From an optimization exercise on the open Yosys and OpenROAD flow, aimed at small area and a short achievable clock period; shortcuts taken in it are not production practice. Function not checked in this run: the RTL went through the layout flow alone. Power is estimated from default activity; no workload was simulated.

File: design/flow/config.mk
export PLATFORM = sky130hd
export DESIGN_NAME = CPU
export DESIGN_NICKNAME = CPU
export VERILOG_FILES = /design/flow/design.v
export SDC_FILE = /design/flow/constraint.sdc
export NUM_CORES = 4
export LEC_CHECK = 0
export ABC_AREA = 1
export CAP_MARGIN = 20
export CORE_MARGIN = 2
export CORE_UTILIZATION = 40
export SLEW_MARGIN = 20
File: design/flow/constraint.sdc
create_clock -name core_clock -period 32.0 [get_ports {clock}]
set_input_delay 6.4000 -clock core_clock [delete_from_list [all_inputs] [get_ports {clock}]]
set_output_delay 6.4000 -clock core_clock [all_outputs]
set_load 0.01 [all_outputs]
File: design/flow/design.v
module CPU(clock,reset,MemData,MemOut,rd,wr,PC,IR,MBR,AC,MAR,SR);
input clock;
input reset;
input signed [15:0] MemData;
output reg signed [15:0] MemOut;
output reg [10:0] PC,MAR;
output reg signed [15:0] IR,MBR;
output signed [15:0] AC;
output reg wr,rd;
output [3:0] SR;    
reg [2:0] state;
reg signed [15:0] ACr;      
reg [3:0] SRr;
reg accSel;                 
wire [3:0] op = IR[15:12];
wire       m  = IR[11];
wire        dv   = (op == 4'h6);            
wire        sa   = ACr[15];
wire [15:0] lorA;
assign lorA[0] = 1'b0;
genvar ga;
generate
  for (ga = 1; ga < 16; ga = ga + 1) begin : la
    assign lorA[ga] = |ACr[ga-1:0];
  end
endgenerate
wire [15:0] absa = {16{dv}} & (ACr ^ ({16{sa}} & lorA));
wire [15:0] d1   = m ? MemData : {5'b0, IR[10:0]};    
wire        cin1 = dv & ~d1[15];
wire [15:0] B1c  = d1 ^ {16{cin1}};
wire [17:0] d3   = {{2{d1[15]}}, d1} + {d1[15], d1, 1'b0};
wire [17:0] B3c  = d3 ^ {18{cin1}};
reg [15:0] B1r;
reg [17:0] B3r;
reg        cinr, d1s;
always @(posedge clock)
  if (state == 3'd3) begin
    B1r <= B1c; B3r <= B3c; cinr <= cin1; d1s <= d1[15];
  end
wire [0:0] x1 = absa[15];
wire [17:0] b4 = {2'b11, B1c};
wire [1:0] t2 = {1'b0, x1} + {1'b0, b4[0:0]} + {1'd0, cin1};
wire g3 = t2[1] & (&b4[17:1]);
wire c6 = dv ? g3 : ACr[15];
wire [0:0] r5 = c6 ? t2[0:0] : x1;
wire [1:0] x7 = {r5, absa[14]};
wire [17:0] b10 = {2'b11, B1c};
wire [2:0] t8 = {1'b0, x7} + {1'b0, b10[1:0]} + {2'd0, cin1};
wire g9 = t8[2] & (&b10[17:2]);
wire c12 = dv ? g9 : ACr[14];
wire [1:0] r11 = c12 ? t8[1:0] : x7;
wire [2:0] x13 = {r11, absa[13]};
wire [17:0] b16 = {2'b11, B1c};
wire [3:0] t14 = {1'b0, x13} + {1'b0, b16[2:0]} + {3'd0, cin1};
wire g15 = t14[3] & (&b16[17:3]);
wire c18 = dv ? g15 : ACr[13];
wire [2:0] r17 = c18 ? t14[2:0] : x13;
reg [2:0] p1r, p1q;
always @(posedge clock) begin
  p1r <= r17;
  p1q <= {g3, g9, g15};
end
wire [3:0] x19 = {p1r, absa[12]};
wire [17:0] b22 = {2'b11, B1r};
wire [4:0] t20 = {1'b0, x19} + {1'b0, b22[3:0]} + {4'd0, cinr};
wire g21 = t20[4] & (&b22[17:4]);
wire c24 = dv ? g21 : ACr[12];
wire [3:0] r23 = c24 ? t20[3:0] : x19;
wire [5:0] x25 = {r23, absa[11], absa[10]};
wire [17:0] b28 = {2'b11, B1r};
wire [6:0] t26 = {1'b0, x25} + {1'b0, b28[5:0]} + {6'd0, cinr};
wire g27 = t26[6] & (&b28[17:6]);
wire [17:0] b31 = {1'b1, B1r, cinr};
wire [6:0] t29 = {1'b0, x25} + {1'b0, b31[5:0]} + {6'd0, cinr};
wire g30 = t29[6] & (&b31[17:6]);
wire [17:0] b34 = B3r;
wire [6:0] t32 = {1'b0, x25} + {1'b0, b34[5:0]} + {6'd0, cinr};
wire g33 = t32[6] & (&b34[17:6]);
wire q36 = g33 | (g27 & ~g30);
wire c39 = dv ? g33 : (ACr[11] & ACr[10]);
wire c38 = dv ? g30 : ACr[11];
wire c37 = dv ? g27 : ACr[10];
wire [5:0] r35 = c39 ? t32[5:0] : c38 ? t29[5:0] : c37 ? t26[5:0] : x25;
wire [7:0] x40 = {r35, absa[9], absa[8]};
wire [17:0] b43 = {2'b11, B1r};
wire [8:0] t41 = {1'b0, x40} + {1'b0, b43[7:0]} + {8'd0, cinr};
wire g42 = t41[8] & (&b43[17:8]);
wire [17:0] b46 = {1'b1, B1r, cinr};
wire [8:0] t44 = {1'b0, x40} + {1'b0, b46[7:0]} + {8'd0, cinr};
wire g45 = t44[8] & (&b46[17:8]);
wire [17:0] b49 = B3r;
wire [8:0] t47 = {1'b0, x40} + {1'b0, b49[7:0]} + {8'd0, cinr};
wire g48 = t47[8] & (&b49[17:8]);
wire q51 = g48 | (g42 & ~g45);
wire c54 = dv ? g48 : (ACr[9] & ACr[8]);
wire c53 = dv ? g45 : ACr[9];
wire c52 = dv ? g42 : ACr[8];
wire [7:0] r50 = c54 ? t47[7:0] : c53 ? t44[7:0] : c52 ? t41[7:0] : x40;
wire [9:0] x55 = {r50, absa[7], absa[6]};
wire [17:0] b58 = {2'b11, B1r};
wire [10:0] t56 = {1'b0, x55} + {1'b0, b58[9:0]} + {10'd0, cinr};
wire g57 = t56[10] & (&b58[17:10]);
wire [17:0] b61 = {1'b1, B1r, cinr};
wire [10:0] t59 = {1'b0, x55} + {1'b0, b61[9:0]} + {10'd0, cinr};
wire g60 = t59[10] & (&b61[17:10]);
wire [17:0] b64 = B3r;
wire [10:0] t62 = {1'b0, x55} + {1'b0, b64[9:0]} + {10'd0, cinr};
wire g63 = t62[10] & (&b64[17:10]);
wire q66 = g63 | (g57 & ~g60);
wire c69 = dv ? g63 : (ACr[7] & ACr[6]);
wire c68 = dv ? g60 : ACr[7];
wire c67 = dv ? g57 : ACr[6];
wire [9:0] r65 = c69 ? t62[9:0] : c68 ? t59[9:0] : c67 ? t56[9:0] : x55;
wire [11:0] x70 = {r65, absa[5], absa[4]};
wire [17:0] b73 = {2'b11, B1r};
wire [12:0] t71 = {1'b0, x70} + {1'b0, b73[11:0]} + {12'd0, cinr};
wire g72 = t71[12] & (&b73[17:12]);
wire [17:0] b76 = {1'b1, B1r, cinr};
wire [12:0] t74 = {1'b0, x70} + {1'b0, b76[11:0]} + {12'd0, cinr};
wire g75 = t74[12] & (&b76[17:12]);
wire [17:0] b79 = B3r;
wire [12:0] t77 = {1'b0, x70} + {1'b0, b79[11:0]} + {12'd0, cinr};
wire g78 = t77[12] & (&b79[17:12]);
wire q81 = g78 | (g72 & ~g75);
wire c84 = dv ? g78 : (ACr[5] & ACr[4]);
wire c83 = dv ? g75 : ACr[5];
wire c82 = dv ? g72 : ACr[4];
wire [11:0] r80 = c84 ? t77[11:0] : c83 ? t74[11:0] : c82 ? t71[11:0] : x70;
wire [13:0] x85 = {r80, absa[3], absa[2]};
wire [17:0] b88 = {2'b11, B1r};
wire [14:0] t86 = {1'b0, x85} + {1'b0, b88[13:0]} + {14'd0, cinr};
wire g87 = t86[14] & (&b88[17:14]);
wire [17:0] b91 = {1'b1, B1r, cinr};
wire [14:0] t89 = {1'b0, x85} + {1'b0, b91[13:0]} + {14'd0, cinr};
wire g90 = t89[14] & (&b91[17:14]);
wire [17:0] b94 = B3r;
wire [14:0] t92 = {1'b0, x85} + {1'b0, b94[13:0]} + {14'd0, cinr};
wire g93 = t92[14] & (&b94[17:14]);
wire q96 = g93 | (g87 & ~g90);
wire c99 = dv ? g93 : (ACr[3] & ACr[2]);
wire c98 = dv ? g90 : ACr[3];
wire c97 = dv ? g87 : ACr[2];
wire [13:0] r95 = c99 ? t92[13:0] : c98 ? t89[13:0] : c97 ? t86[13:0] : x85;
reg [13:0] p2r;
reg [13:0] p2q;
always @(posedge clock) begin
  p2r <= r95;
  p2q <= {p1q, g21, g30, q36, g45, q51, g60, q66, g75, q81, g90, q96};
end
wire [15:0] x100 = {p2r, absa[1], absa[0]};
wire [17:0] b103 = {2'b11, B1r};
wire [16:0] t101 = {1'b0, x100} + {1'b0, b103[15:0]} + {16'd0, cinr};
wire g102 = t101[16] & (&b103[17:16]);
wire [17:0] b106 = {1'b1, B1r, cinr};
wire [16:0] t104 = {1'b0, x100} + {1'b0, b106[15:0]} + {16'd0, cinr};
wire g105 = t104[16] & (&b106[17:16]);
wire [17:0] b109 = B3r;
wire [16:0] t107 = {1'b0, x100} + {1'b0, b109[15:0]} + {16'd0, cinr};
wire g108 = t107[16] & (&b109[17:16]);
wire q111 = g108 | (g102 & ~g105);
wire c114 = dv ? g108 : (ACr[1] & ACr[0]);
wire c113 = dv ? g105 : ACr[1];
wire c112 = dv ? g102 : ACr[0];
wire [15:0] r110 = c114 ? t107[15:0] : c113 ? t104[15:0] : c112 ? t101[15:0] : x100;
wire [15:0] qu = {p2q, g105, q111};
wire [15:0] prod = r110;             
wire        dz   = cinr & (&B1r);           
wire        negq = sa ^ d1s;
wire [15:0] lowor;
assign lowor[0] = 1'b0;
genvar gi;
generate
  for (gi = 1; gi < 16; gi = gi + 1) begin : lo
    assign lowor[gi] = |qu[gi-1:0];
  end
endgenerate
wire [15:0] quot  = dz ? 16'd0 : (qu ^ ({16{negq}} & lowor));
wire [15:0] res   = dv ? quot : prod;
wire        resz  = dv ? (dz | ~|qu) : ~|prod;
assign AC = accSel ? res : ACr;
assign SR = accSel ? {resz, res[15], 2'b00} : SRr;
wire        sub  = (op == 4'h4);
wire [15:0] bop  = MBR ^ {16{sub}};
wire [16:0] sum  = {1'b0,ACr} + {1'b0,bop} + {16'd0,sub};
wire        as_c = sum[16] ^ sub;                                   
wire        as_v = (ACr[15] == bop[15]) && (sum[15] != ACr[15]);    
wire        ld  = (op == 4'h1);
wire [15:0] acn = ld ? MBR : sum[15:0];
wire [1:0]  cv  = ld ? 2'b00 : {as_c, as_v};
always @(posedge clock) begin
  if (reset) begin
    PC <= 0; MAR <= 0; IR <= 0; MBR <= 0; ACr <= 0; MemOut <= 0; SRr <= 0;
    rd <= 1; wr <= 0;
    accSel <= 0;
    state <= 0;
  end else
  case (state)
  0: begin
    rd <= 1; wr <= 0;
    MAR <= PC;
    if (accSel) begin
      ACr <= res;
      SRr <= {resz, res[15], 2'b00};
    end
    accSel <= 0;
    state <= 1;
  end
  1: begin
    rd <= 1; wr <= 0;
    IR <= MemData;
    PC <= PC + 1'b1;
    state <= 2;
  end
  2: begin
    if (m) MAR <= IR[10:0];
    state <= 3;
  end
  3: begin
    state <= 4;
    case (op)
      4'h1, 4'h3, 4'h4, 4'h5, 4'h6: MBR <= d1;
      4'h2: begin MBR <= ACr; rd <= 0; wr <= 1; end
      4'h7: begin PC <= MAR; state <= 0; end
      4'h8: if (SRr[3]) begin PC <= MAR; state <= 0; end
      default: ;
    endcase
  end
  4: begin
    state <= 0;
    case (op)
      4'h1, 4'h3, 4'h4: begin ACr <= acn; SRr <= {acn == 16'd0, acn[15], cv}; end
      4'h2: MemOut <= MBR;
      4'h5, 4'h6: accSel <= 1'b1;
      default: ;
    endcase
  end
  default: state <= 0;
  endcase
end
endmodule
File: design/flow/flow/run.sh
#!/bin/bash
set -euo pipefail
MARGIN=$(python3 -c "print(round(${FLOW_PERIOD_NS} - 11, 3))")
bash standard.sh SETUP_SLACK_MARGIN=$MARGIN "BUFFER_PORTS_ARGS=-buffer_cell sky130_fd_sc_hd__buf_1" finish > standard_flow.log 2>&1
File: design/flow/standard.sh
#!/bin/bash
# synth_recipe.tcl (not shown) runs the flow's synth.tcl, then flattens the netlist and writes it again
# the make line also repeats each setting of config.mk as NAME=value (left out here)
make -C /OpenROAD-flow-scripts/flow DESIGN_CONFIG=/design/flow/config.mk WORK_HOME=/design/flow/orfs CLKGATE_MAP_FILE= SYNTH_SCRIPT=/design/flow/synth_recipe.tcl "${@:-finish}"
==> qor.txt <==
status: finished clean
Rows: 83
vias in the first global route: 21,658
Die Y: 233 µm
Flop pwr share: 16.1%
fmax: 88.3 MHz
Sum Neg Setup Slack: 0 ns
clock power share: 12.1%
starting DRC count in detailed routing: 2,315
initial antenna violation count: 0
ANT nets after route: 0
ys flop type: dfxtp_1
PwrDens: 59.6 nW/µm²
commonest non-fill, non-tap cell in the layout: nand2_1
max-slew violations: 0
cell family with most CP delay: simple AND/OR/NAND/NOR gates
Nets: 3,830
Final Setup Violations: 0
VDD IR max: 0.0000433 V
GP Congestion: 0.966
CTS sink cnt: 164
Final Cycle Share: 35.4%
fraction of registers with async set/reset: 0%
post-route cell area: 27,200 µm²
Die Wd: 233 µm
Worst Clk Skew: 0.0169 ns
EDFF count, synth: 34
Ys Warns: 1
Die ar.: 54,200 µm²
placed cell areas: 22,200 µm²
io pins: 110
first-pass GRT wire length: 126 mm
Logic pwr share: 71.7%
Initial Util: 40.7%
CTS Buf Count: 17
Period minus WS final: 11.32 ns
# DRC: 0
area occupied by multi-input gates: 18,200 µm²
Synth Instances: 3,279
GR Overflow Total: 0
CTS H-tree depth: 4
first-pass detailed-route iteration total: 6
LEAKAGE: 12.3 nW
synth unique cells: 57
synthesized area: 21,000 µm²
most frequent cells in the layout: nand2_1 (703), inv_1 (367), a21oi_1 (269), o21ai_0 (213), nor2_1 (203)
Synth Net Count: 3,558
Total Routing Usage GR: 30.1%
filler instances: 5,079
worst-path fanout max: 11
crit path DAT: 11.70 ns
crit path kind: register to register
CP bufs+invs: 16
IO Port Bufs: 109
Hold Path Cell Cnt: 0
HPWL Detailed: 60.0 mm
Area Overhead vs Synth: 29.9%
Clock Tree Root: clkbuf_16
NetSw: 823 µW
DRT Wirelength: 85.7 mm
Rel. slew slack: 40.5%
max incr delay on CP: 0.36 ns
clk buf depth: 2
routed vias/inst: 5.62
wire per inst: 20.2 µm
smallest hold slack: 0.328 ns
worst-margin pin slew: 0.892 ns
Crit path depth: 82
R2R depth: 82
RSZ-0062 raised after global routing: true
Internal: 800 µW
number of synthesized register bits: 164
TritonCTS clock tree: built
WP data required: 32.38 ns
largest net degree at the start of global routing: 60
worst slack, placed: 17.34 ns
register area share after synthesis: 17.3%
Worst Slack Setup Final: 20.68 ns
CP startpoint kind: register
endpoint class of the critical path: register
Avg Cell Area, Syn: 6.39 µm²
Core ar.: 51,500 µm²
slowest cell on the critical path: dfxtp_4
most used cell, CP: nand2_1
Final Hold Vio Count: 0
# hold bufs at CTS: 0
FF+latch area: 3670 µm²
number of max-cap violations: 0
Min-Delay Path Class: register to register
Clock Latency Late Sink: 0.46 ns
layout cell share with drive strength beyond 1: 21.7%
switching power share of the total: 50.7%
DR vias: 23,850
Worst-path clk slew: 0.08 ns
[logic make-up after synthesis]
logic type / synth area share [%]
DFF: 17.3
xor gates and xnor gates: 9.35
adders and majority gates: 16.7
and+or+nand+nor: 27.7
buffers and inverters: 9.27
AOI/OAI and AO/OA: 19.7
[per-stage QoR]
step	utilization (%)	instances	total power, mW
after detailed placement	43.1	4028	1.14
after CTS	48.9	4155	1.46
after global placement	43.1	4028	1.15
after floorplan	-	3279	0.918
after global routing	52.8	4244	1.74
final	52.8	4245	1.62
[worst paths after layout]
| path | to | start | slack, ns |
|---|---|---|---|
| setup / recovery | p2r[9]$_DFF_P_ | ACr[0]$_SDFFE_PP0P_ | 20.68 |
| hold / removal | p2q[13]$_DFF_P_ | p1q[2]$_DFF_P_ | 0.33 |
| setup reg to reg | p2r[9]$_DFF_P_ | ACr[0]$_SDFFE_PP0P_ | 20.68 |
| hold reg to reg | p2q[13]$_DFF_P_ | p1q[2]$_DFF_P_ | 0.33 |
[power groups by stage]
stage | registers, mW | logic (mW) | clock network (mW)
final | 0.262 | 1.16 | 0.197
after global routing | 0.263 | 1.27 | 0.208
after CTS | 0.260 | 1.00 | 0.198
after detailed placement | 0.266 | 0.876 | 0
after global placement | 0.266 | 0.884 | 0
after floorplan | 0.255 | 0.663 | 0
[routing by layer]
layer / part of all wire [%] / vias to the layer above / track usage (%) / wire length, µm
li1: - / 11523 / - / -
met1: 43 / 11132 / 40.8 / 36500
met2: 45 / 999 / 47.5 / 38600
met3: 8.3 / 196 / 5.48 / 7150
met4: 4.0 / 0 / 11.4 / 3450
met5: 0 / - / 0 / 0
[cell usage after synthesis, types with 2 or more instances]
cell,count,area share (%)
a31o_2,2,0.084
or2_2,30,0.90
o21a_1,9,0.32
a21oi_1,309,7.4
o21ai_0,262,6.3
o221ai_1,6,0.25
nand3_1,201,4.8
xnor2_1,80,3.3
o31ai_1,8,0.29
clkinv_1,4,0.072
o22ai_1,4,0.12
fa_1,30,2.9
o21bai_1,19,0.68
nor3_1,33,0.79
xor2_1,138,5.8
buf_4,6,0.21
o2111ai_1,3,0.13
o21ai_1,8,0.19
a21o_1,15,0.54
nand2_1,825,15
and2_1,3,0.090
and3_1,2,0.060
o21ai_2,2,0.084
buf_1,7,0.13
nand2_4,2,0.11
nor4_1,6,0.18
dfxtp_1,130,12
inv_1,410,7.3
a31oi_1,44,1.3
nand4_1,36,1.1
a211oi_1,5,0.18
inv_2,6,0.11
ha_1,231,14
nand3b_1,17,0.61
o211ai_1,24,0.86
a21boi_0,13,0.47
clkbuf_1,58,1.0
edfxtp_1,34,4.9
buf_6,2,0.11
nor2_1,221,4.0
a221oi_1,5,0.21
a22oi_1,2,0.072
nand2_2,3,0.090
buf_2,11,0.26
[flip-flops by register name, summed over array words and instances (netlist names), 4 cells and up]
register and count:
ACr 16, B1r 14, B3r 18, IR 16
MAR 11, MBR 16, MemOut 16, PC 11
SRr 4, p2q 14, p2r 14
[timing repair]
action,in CTS,in global routing
setup buffers,85,86
pin swaps,77,181
cloned,10,3
gates resized for setup,370,343
endpoints found under the setup margin,34,35
[layout make-up]
class | instances | area share [%]
multi-input combinational | 2620 | 66.8
sequential | 164 | 13.5
timing repair buffer | 327 | 8.51
inverter | 420 | 6.09
tap | 680 | 3.13
clock buffer | 20 | 1.60
clock inverter | 12 | 0.349
timing repair inverter | 1 | 0.0322
antenna | 1 | 0.00919

[separate check: timing with driven ports]
How much do the figures lean on ideal ports? The routed layout below was timed once more, with nothing changed but the port constraints.
Step 1: set_driving_cell puts a clkbuf_16 on clock and a buf_2 on each other input, an assumption about the parent block.
Step 2 moves the port delays by t, midway between the first and last clock arrival at a register: inputs arrive t later, outputs are due t later. That takes back most of the time a late clock gives input paths.
Three values: ideal ports, drivers, drivers and shift; two values: the first two.
t, ns: 0.504
setup WS [ns]: 20.675 / 20.675 / 20.675
hold WS [ns]: 0.328 / 0.328 / 0.328
worst register clock-pin slew, ns: 0.08 / 0.08
worst data-port slew with drivers (ns): 0.07
After both steps this run still meets setup and hold. The setup slack of this run moves by 0.000 ns with the drivers and by 0.000 ns with both steps.
